Source: an optimization exercise on an open RTL-to-GDS flow (aim: small area). Production flows keep margins and buffers that such runs may drop. Where RTL was checked, it was by simulation tests only, not by an equivalence proof against the original. The flow treats the clock pin as an ideal source, which a real chip does not have.

## FanController
module FanController #(parameter CLOCK_FREQUENCY = 100) (
    input wire clk,
    input wire reset,
    input wire [3:0] microupcode,
    input wire signed [7:0] set_point,
    input wire signed [7:0] sensor1_temp,
    input wire signed [7:0] sensor2_temp,
    output wire [1:0] fan_status,
    output wire cooler_status,
    output wire [7:0] user_output
);
==> flow/config.mk <==
export PLATFORM = sky130hd
export DESIGN_NAME = FanController
export DESIGN_NICKNAME = FanController
export VERILOG_FILES = /design/flow/design.v
export SDC_FILE = /design/flow/constraint.sdc
export NUM_CORES = 4
export LEC_CHECK = 0
export ABC_AREA = 1
export CAP_MARGIN = 20
export CORE_MARGIN = 2
export CORE_UTILIZATION = 60
export CTS_BUF_LIST = sky130_fd_sc_hd__clkbuf_16
export CTS_CLUSTER_DIAMETER = 100
export CTS_CLUSTER_SIZE = 30
export PLACE_DENSITY = 0.7
export SLEW_MARGIN = 20
==> flow/constraint.sdc <==
create_clock -name core_clock -period 125.0 [get_ports {clk}]
set_input_delay 25.0000 -clock core_clock [delete_from_list [all_inputs] [get_ports {clk}]]
set_output_delay 25.0000 -clock core_clock [all_outputs]
set_load 0.01 [all_outputs]
standard.sh (not shown) runs the stock make flow with config.mk's settings and CLKGATE_MAP_FILE= SYNTH_SCRIPT=/design/flow/synth_recipe.tcl, a recipe that flattens the netlist after the stock synthesis.
==> flow/flow/run.sh <==
#!/bin/bash
# Own flow: the standard layout, except that Yosys's technology mapping step runs ABC
# with an area-oriented script (flow/abc_area.script: dc2, dch, amap) in place of ORFS's
# abc_area.script. Everything else, including the registers, is the standard synthesis.
set -euo pipefail
W=$PWD

# Synthesis script: synth_recipe.tcl sourcing a copy of ORFS's synth.tcl whose abc call uses
# our ABC script
sed 's|^  log_cmd abc {\*}\$abc_args$|  set abc_args [lreplace $abc_args 1 1 '"$W"'/flow/abc_area.script]\n  log_cmd abc {*}$abc_args|' \
    "$FLOW_HOME/scripts/synth.tcl" > "$W/abc_synth.tcl"
grep -q 'flow/abc_area.script' "$W/abc_synth.tcl"
sed 's|^source \$::env(SCRIPTS_DIR)/synth.tcl$|source '"$W"'/abc_synth.tcl|' "$W/synth_recipe.tcl" > "$W/own_synth.tcl"
grep -q 'abc_synth.tcl' "$W/own_synth.tcl"
sed "s|SYNTH_SCRIPT=[^ ]*|SYNTH_SCRIPT=$W/own_synth.tcl|" "$W/standard.sh" > "$W/own_standard.sh"
grep -q 'own_synth.tcl' "$W/own_standard.sh"

bash "$W/own_standard.sh" synth > "$W/synth.log" 2>&1
bash "$W/standard.sh" > "$W/layout.log" 2>&1
test -f "$W/out/final.def"
==> flow/flow/abc_area.script <==
strash
dc2
dch -f
amap -F 20 -A 20
topo
dnsize -c
Edit:
--- a/flow/flow/run.sh
+++ b/flow/flow/run.sh
@@ -17,4 +17,5 @@
 
 bash "$W/own_standard.sh" synth > "$W/synth.log" 2>&1
+export CTS_ARGS="-sink_clustering_enable -repair_clock_nets -buf_list sky130_fd_sc_hd__clkbuf_16 -sink_clustering_size 30 -sink_clustering_max_diameter 100 -dont_use_dummy_load"
 bash "$W/standard.sh" > "$W/layout.log" 2>&1
 test -f "$W/out/final.def"
Effect: The new run finished clean. Non-clock buffer count does not change. Routed wire length barely changes. Sequential share of layout area came out higher by 0.33 points. Hold slack degrades by 29 ps. Cell area came out lower slightly.
No run of this note included a check of the RTL's function; only the layout flow was run.

---

FanController, a different RTL version from the one above (not shown whole).
Size: roughly 1100 flip-flops, roughly 30000 µm² of cells after synthesis.
==> flow/config.mk <==
export PLATFORM = sky130hd
export DESIGN_NAME = FanController
export DESIGN_NICKNAME = FanController
export VERILOG_FILES = /design/flow/design.v
export SDC_FILE = /design/flow/constraint.sdc
export NUM_CORES = 4
export LEC_CHECK = 0
export ABC_AREA = 1
export CAP_MARGIN = 20
export CORE_MARGIN = 2
export CORE_UTILIZATION = 60
export CTS_BUF_LIST = sky130_fd_sc_hd__clkbuf_16
export CTS_CLUSTER_DIAMETER = 40
export CTS_CLUSTER_SIZE = 22
export PLACE_DENSITY = 0.7
export SLEW_MARGIN = 20
==> flow/constraint.sdc <==
create_clock -name core_clock -period 125.0 [get_ports {clk}]
set_input_delay 25.0000 -clock core_clock [delete_from_list [all_inputs] [get_ports {clk}]]
set_output_delay 25.0000 -clock core_clock [all_outputs]
set_load 0.01 [all_outputs]
run.sh (not shown) runs the stock make flow with config.mk's settings and CLKGATE_MAP_FILE= SYNTH_SCRIPT=/design/flow/synth_recipe.tcl, a recipe that flattens the netlist after the stock synthesis.
Stock flow here: none of the scripts above is used.
The baseline finished clean.
Edit:
CTS_CLUSTER_DIAMETER = 100   (was 40)
CTS_CLUSTER_SIZE = 30   (was 22)
Via count went down by 4.0%; final cell count went down by 4.0%; core utilization went down by 5.0 points; die area does not change; routed wire length went down by 9.2%; final area went down by 7.1%; synthesized area is unchanged; global-route usage went down by 2.3 points.

---

FanController, a different RTL version from the one above (not shown whole).
For scale: roughly 2000 cells after synthesis, roughly 41 I/O pins, about 28000 µm² of cells after synthesis.
// FanController
module FanController #(parameter CLOCK_FREQUENCY = 100) (
    input wire clk,
    input wire reset,
    input wire [3:0] microupcode,
    input wire signed [7:0] set_point,
    input wire signed [7:0] sensor1_temp,
    input wire signed [7:0] sensor2_temp,
    output wire [1:0] fan_status,
    output wire cooler_status,
    output wire [7:0] user_output
);
export LEC_CHECK = 0
export ABC_AREA = 1
export CAP_MARGIN = 20
export CORE_MARGIN = 2
export CORE_UTILIZATION = 60
export CTS_BUF_LIST = sky130_fd_sc_hd__clkbuf_16
export CTS_CLUSTER_DIAMETER = 100
export CTS_CLUSTER_SIZE = 30
export PLACE_DENSITY = 0.7
export SLEW_MARGIN = 20
create_clock -name core_clock -period 125.0 [get_ports {clk}]
standard.sh (not shown) runs the stock make flow with config.mk's settings and CLKGATE_MAP_FILE= SYNTH_SCRIPT=/design/flow/synth_recipe.tcl, a recipe that flattens the netlist after the stock synthesis.
==> flow/flow/run.sh <==
#!/bin/bash
# Own flow: the standard layout, except that Yosys's technology mapping step runs ABC
# with an area-oriented script (flow/abc_area.script: ifraig, dc2, dch, amap) in place of ORFS's
# abc_area.script. Everything else, including the registers, is the standard synthesis.
# Clock tree synthesis takes the same settings as config.mk gives it, without dummy loads,
# and the port buffers are the smallest buffer, buf_1.
set -euo pipefail
W=$PWD

# Synthesis script: synth_recipe.tcl sourcing a copy of ORFS's synth.tcl whose abc call uses
# our ABC script
sed 's|^  log_cmd abc {\*}\$abc_args$|  set abc_args [lreplace $abc_args 1 1 '"$W"'/flow/abc_area.script]\n  log_cmd abc {*}$abc_args|' \
    "$FLOW_HOME/scripts/synth.tcl" > "$W/abc_synth.tcl"
grep -q 'flow/abc_area.script' "$W/abc_synth.tcl"
sed 's|^source \$::env(SCRIPTS_DIR)/synth.tcl$|source '"$W"'/abc_synth.tcl|' "$W/synth_recipe.tcl" > "$W/own_synth.tcl"
grep -q 'abc_synth.tcl' "$W/own_synth.tcl"
sed "s|SYNTH_SCRIPT=[^ ]*|SYNTH_SCRIPT=$W/own_synth.tcl|" "$W/standard.sh" > "$W/own_standard.sh"
grep -q 'own_synth.tcl' "$W/own_standard.sh"

bash "$W/own_standard.sh" synth > "$W/synth.log" 2>&1
export CTS_ARGS="-sink_clustering_enable -repair_clock_nets -buf_list sky130_fd_sc_hd__clkbuf_8 -sink_clustering_size 18 -sink_clustering_max_diameter 80 -dont_use_dummy_load"
export BUFFER_PORTS_ARGS="-buffer_cell sky130_fd_sc_hd__buf_1"
bash "$W/standard.sh" > "$W/layout.log" 2>&1
test -f "$W/out/final.def"
==> flow/flow/abc_area.script <==
strash
ifraig
dc2
dch -f
amap -F 40 -A 40 -C 5000
topo
dnsize -c
The starting point completed with no timing, DRC or antenna violations.
Then changed:
Settings changed: CTS_BUF_LIST sky130_fd_sc_hd__clkbuf_16 to sky130_fd_sc_hd__clkbuf_8, CTS_CLUSTER_DIAMETER 100 to 80, CTS_CLUSTER_SIZE 30 to 18.
The new run completed without violations.
Worst setup slack is unchanged.
Count of clock-buffer cells in the layout stays the same.
First-iteration DRC count stays the same.
Register-to-register slack is about the same.
Die area does not change.
Area after synthesis is unchanged.
Cell count does not change.
Maximum frequency stays the same.
Sequential share of layout area does not change.

---

Setup of run 1:
Another version of the RTL of FanController (not shown whole).
Size: about 2000 cells after synthesis, ~1100 flip-flops, ~41 I/O pins, ~0.029 mm² of cells after synthesis.
export LEC_CHECK = 0
export ABC_AREA = 1
export CAP_MARGIN = 20
export CORE_MARGIN = 2
export CORE_UTILIZATION = 60
export CTS_BUF_LIST = sky130_fd_sc_hd__clkbuf_16
export CTS_CLUSTER_DIAMETER = 100
export CTS_CLUSTER_SIZE = 30
export PLACE_DENSITY = 0.7
export SLEW_MARGIN = 20
create_clock -name core_clock -period 125.0 [get_ports {clk}]
==> flow/flow/run.sh <==
#!/bin/bash
# Own flow: the standard layout, except that Yosys's technology mapping step runs ABC
# with an area-oriented script (flow/abc_area.script: dc2, dch, amap) in place of ORFS's
# abc_area.script. Everything else, including the registers, is the standard synthesis.
# Clock tree synthesis takes the same settings as config.mk gives it, without dummy loads.
set -euo pipefail
W=$PWD

# Synthesis script: synth_recipe.tcl sourcing a copy of ORFS's synth.tcl whose abc call uses
# our ABC script
sed 's|^  log_cmd abc {\*}\$abc_args$|  set abc_args [lreplace $abc_args 1 1 '"$W"'/flow/abc_area.script]\n  log_cmd abc {*}$abc_args|' \
    "$FLOW_HOME/scripts/synth.tcl" > "$W/abc_synth.tcl"
grep -q 'flow/abc_area.script' "$W/abc_synth.tcl"
sed 's|^source \$::env(SCRIPTS_DIR)/synth.tcl$|source '"$W"'/abc_synth.tcl|' "$W/synth_recipe.tcl" > "$W/own_synth.tcl"
grep -q 'abc_synth.tcl' "$W/own_synth.tcl"
sed "s|SYNTH_SCRIPT=[^ ]*|SYNTH_SCRIPT=$W/own_synth.tcl|" "$W/standard.sh" > "$W/own_standard.sh"
grep -q 'own_synth.tcl' "$W/own_standard.sh"

bash "$W/own_standard.sh" synth > "$W/synth.log" 2>&1
export CTS_ARGS="-sink_clustering_enable -repair_clock_nets -buf_list sky130_fd_sc_hd__clkbuf_16 -sink_clustering_size 30 -sink_clustering_max_diameter 100 -dont_use_dummy_load"
bash "$W/standard.sh" > "$W/layout.log" 2>&1
test -f "$W/out/final.def"
==> flow/flow/abc_area.script <==
strash
dc2
dch -f
amap -F 20 -A 20
topo
dnsize -c
Edits applied to the flow inputs when going from run 1 to run 2:
diff --git a/flow/flow/run.sh b/flow/flow/run.sh
--- a/flow/flow/run.sh
+++ b/flow/flow/run.sh
@@ -4,3 +4,4 @@
 # abc_area.script. Everything else, including the registers, is the standard synthesis.
-# Clock tree synthesis takes the same settings as config.mk gives it, without dummy loads.
+# Clock tree synthesis takes the same settings as config.mk gives it, without dummy loads,
+# and the port buffers are the smallest buffer, buf_1.
 set -euo pipefail
@@ -19,3 +20,4 @@
 bash "$W/own_standard.sh" synth > "$W/synth.log" 2>&1
-export CTS_ARGS="-sink_clustering_enable -repair_clock_nets -buf_list sky130_fd_sc_hd__clkbuf_16 -sink_clustering_size 30 -sink_clustering_max_diameter 100 -dont_use_dummy_load"
+export CTS_ARGS="-sink_clustering_enable -repair_clock_nets -buf_list sky130_fd_sc_hd__clkbuf_8 -sink_clustering_size 20 -sink_clustering_max_diameter 80 -dont_use_dummy_load"
+export BUFFER_PORTS_ARGS="-buffer_cell sky130_fd_sc_hd__buf_1"
 bash "$W/standard.sh" > "$W/layout.log" 2>&1
Results
Run 2 ran to completion and came out clean on the timing, design-rule and antenna checks.
In run 2 relative to run 1, placed standard-cell area had gone down slightly.
In the reports for run 2 and run 1, the smaller clock-buffer cell count belongs to run 1.
Iteration count of the initial detailed-routing pass is lower on run 2
Compared with run 1, run 2 shows a higher worst-margin pin slew.
Diff run 1 -> run 2 | area overhead of the layout relative to synthesis | decrease of 1.4 points
[run 2] worst slack after detailed placement rose 770 ps relative to run 1
Here is what was changed in the inputs of run 3 compared with run 2.
diff --git a/flow/flow/run.sh b/flow/flow/run.sh
--- a/flow/flow/run.sh
+++ b/flow/flow/run.sh
@@ -20,3 +20,3 @@
 bash "$W/own_standard.sh" synth > "$W/synth.log" 2>&1
-export CTS_ARGS="-sink_clustering_enable -repair_clock_nets -buf_list sky130_fd_sc_hd__clkbuf_8 -sink_clustering_size 20 -sink_clustering_max_diameter 80 -dont_use_dummy_load"
+export CTS_ARGS="-sink_clustering_enable -repair_clock_nets -buf_list sky130_fd_sc_hd__clkbuf_16 -sink_clustering_size 30 -sink_clustering_max_diameter 100 -dont_use_dummy_load"
 export BUFFER_PORTS_ARGS="-buffer_cell sky130_fd_sc_hd__buf_1"
[summary]
Run 3: done, clean on timing, DRC and antenna
Summary — final worst-path setup slack, run 3 relative to run 2: higher, by 58 ps.
Going from run 2 to run 3, synthesis-to-finish area growth increased 0.48 points; final-layout clock buffer total decreased 37%.
Input changes introduced in run 4 (baseline for comparison: run 3):
Settings: setting GPL_TIMING_DRIVEN to 0 for the first time.
==> comparison <==
Diff run 3..run 4 | synthesized cell count | negligible
Run 4 reports a higher arrival time of data at the critical path endpoint than run 3 does.
In the reports for run 4 and run 3, the smaller smallest setup slack after layout belongs to run 4.
In the metrics for run 4 and run 3, the one carrying the lower final RePlAce weighted congestion is run 3.
The final area on run 4 is in line with that on run 3.
Run 4 — total number of vias 65 higher, run 3 as reference
Detailed placer's ending HPWL delta (run 4 − run 3): favourable
In terms of final instance count without filler cells, run 4 and run 3 differ only marginally.
Setup changes, run 4 to run 5
Settings: a deleted GPL_TIMING_DRIVEN that had been 0; a change of PLACE_DENSITY from 0.7 to 0.6; a change of CORE_UTILIZATION from 60 to 50.
diff --git a/flow/flow/run.sh b/flow/flow/run.sh
--- a/flow/flow/run.sh
+++ b/flow/flow/run.sh
@@ -4,4 +4,3 @@
 # abc_area.script. Everything else, including the registers, is the standard synthesis.
-# Clock tree synthesis takes the same settings as config.mk gives it, without dummy loads,
-# and the port buffers are the smallest buffer, buf_1.
+# Clock tree synthesis takes the same settings as config.mk gives it, without dummy loads.
 set -euo pipefail
@@ -21,3 +20,2 @@
 export CTS_ARGS="-sink_clustering_enable -repair_clock_nets -buf_list sky130_fd_sc_hd__clkbuf_16 -sink_clustering_size 30 -sink_clustering_max_diameter 100 -dont_use_dummy_load"
-export BUFFER_PORTS_ARGS="-buffer_cell sky130_fd_sc_hd__buf_1"
 bash "$W/standard.sh" > "$W/layout.log" 2>&1
Findings:
Run 5 against run 4: critical path depth increased about 14%, number of global-route vias before repair decreased 1.6%.
Going from run 4 to run 5, the signed area change from the synthesized netlist to the final layout was found to have gone up by 1.5 points.
The final reports for run 5 and run 4 show area of placed instances higher in the former.
Run 5: global-route usage is 3.0 points lower than what run 4 reported.
Diff run 4..run 5 | post-synthesis instance area | unchanged
Summary — sequential share of cell area, run 5 relative to run 4: lower, by 1.0 points.

==> re-timing with driven ports <==
The results above use ideal ports. As a check the final layouts listed here were re-extracted and re-timed, cells and wires unchanged. Step 1 (the two cells are an assumption about what drives the block):
set clk [get_ports {clk}]
set_driving_cell -lib_cell sky130_fd_sc_hd__clkbuf_16 $clk
set_driving_cell -lib_cell sky130_fd_sc_hd__buf_2 [delete_from_list [all_inputs] $clk]
Step 2 moves the port delays by t, midway between the first and last clock arrival at a register: inputs arrive t later, outputs are due t later. That takes back most of the time a late clock gives input paths. Three values: ideal ports, drivers, drivers and shift; two values: the first two.
| run | t (ns) | setup slack, ns | slew at the worst register clock pin (ns) | worst slew at a driven data input, ns | cell pins on the clock port's net |
|---|---|---|---|---|---|
| the first run of note 1 | 0.659 | 67.524 / 67.496 / 67.496 | 0.12 / 0.12 | 0.04 | 1 |
| the second run of note 1 | 0.625 | 67.502 / 67.474 / 67.474 | 0.11 / 0.11 | 0.04 | 1 |
| the first run of note 2 | 0.699 | 69.648 / 69.621 / 69.621 | 0.09 / 0.09 | 0.05 | 1 |
| the second run of note 2 | 0.655 | 69.671 / 69.644 / 69.644 | 0.12 / 0.12 | 0.05 | 1 |
| the first run of note 3 | 0.683 | 69.206 / 69.181 / 69.181 | 0.12 / 0.12 | 0.05 | 1 |
| the second run of note 3 | 0.683 | 69.206 / 69.181 / 69.181 | 0.12 / 0.12 | 0.05 | 1 |
| run 1 | 0.633 | 67.896 / 67.871 / 67.871 | 0.12 / 0.12 | 0.05 | 1 |
| run 2 | 0.697 | 68.572 / 68.547 / 68.547 | 0.13 / 0.13 | 0.04 | 1 |
| run 3 | 0.623 | 68.630 / 68.606 / 68.606 | 0.11 / 0.11 | 0.04 | 1 |
| run 4 | 0.618 | 67.883 / 67.859 / 67.859 | 0.12 / 0.12 | 0.05 | 1 |
| run 5 | 0.637 | 67.956 / 67.922 / 67.922 | 0.11 / 0.11 | 0.04 | 1 |
After both steps setup and hold are still met in every run listed. The setup slack of run 5, which loses most, moves by -0.034 ns with the drivers and by -0.034 ns with both steps.
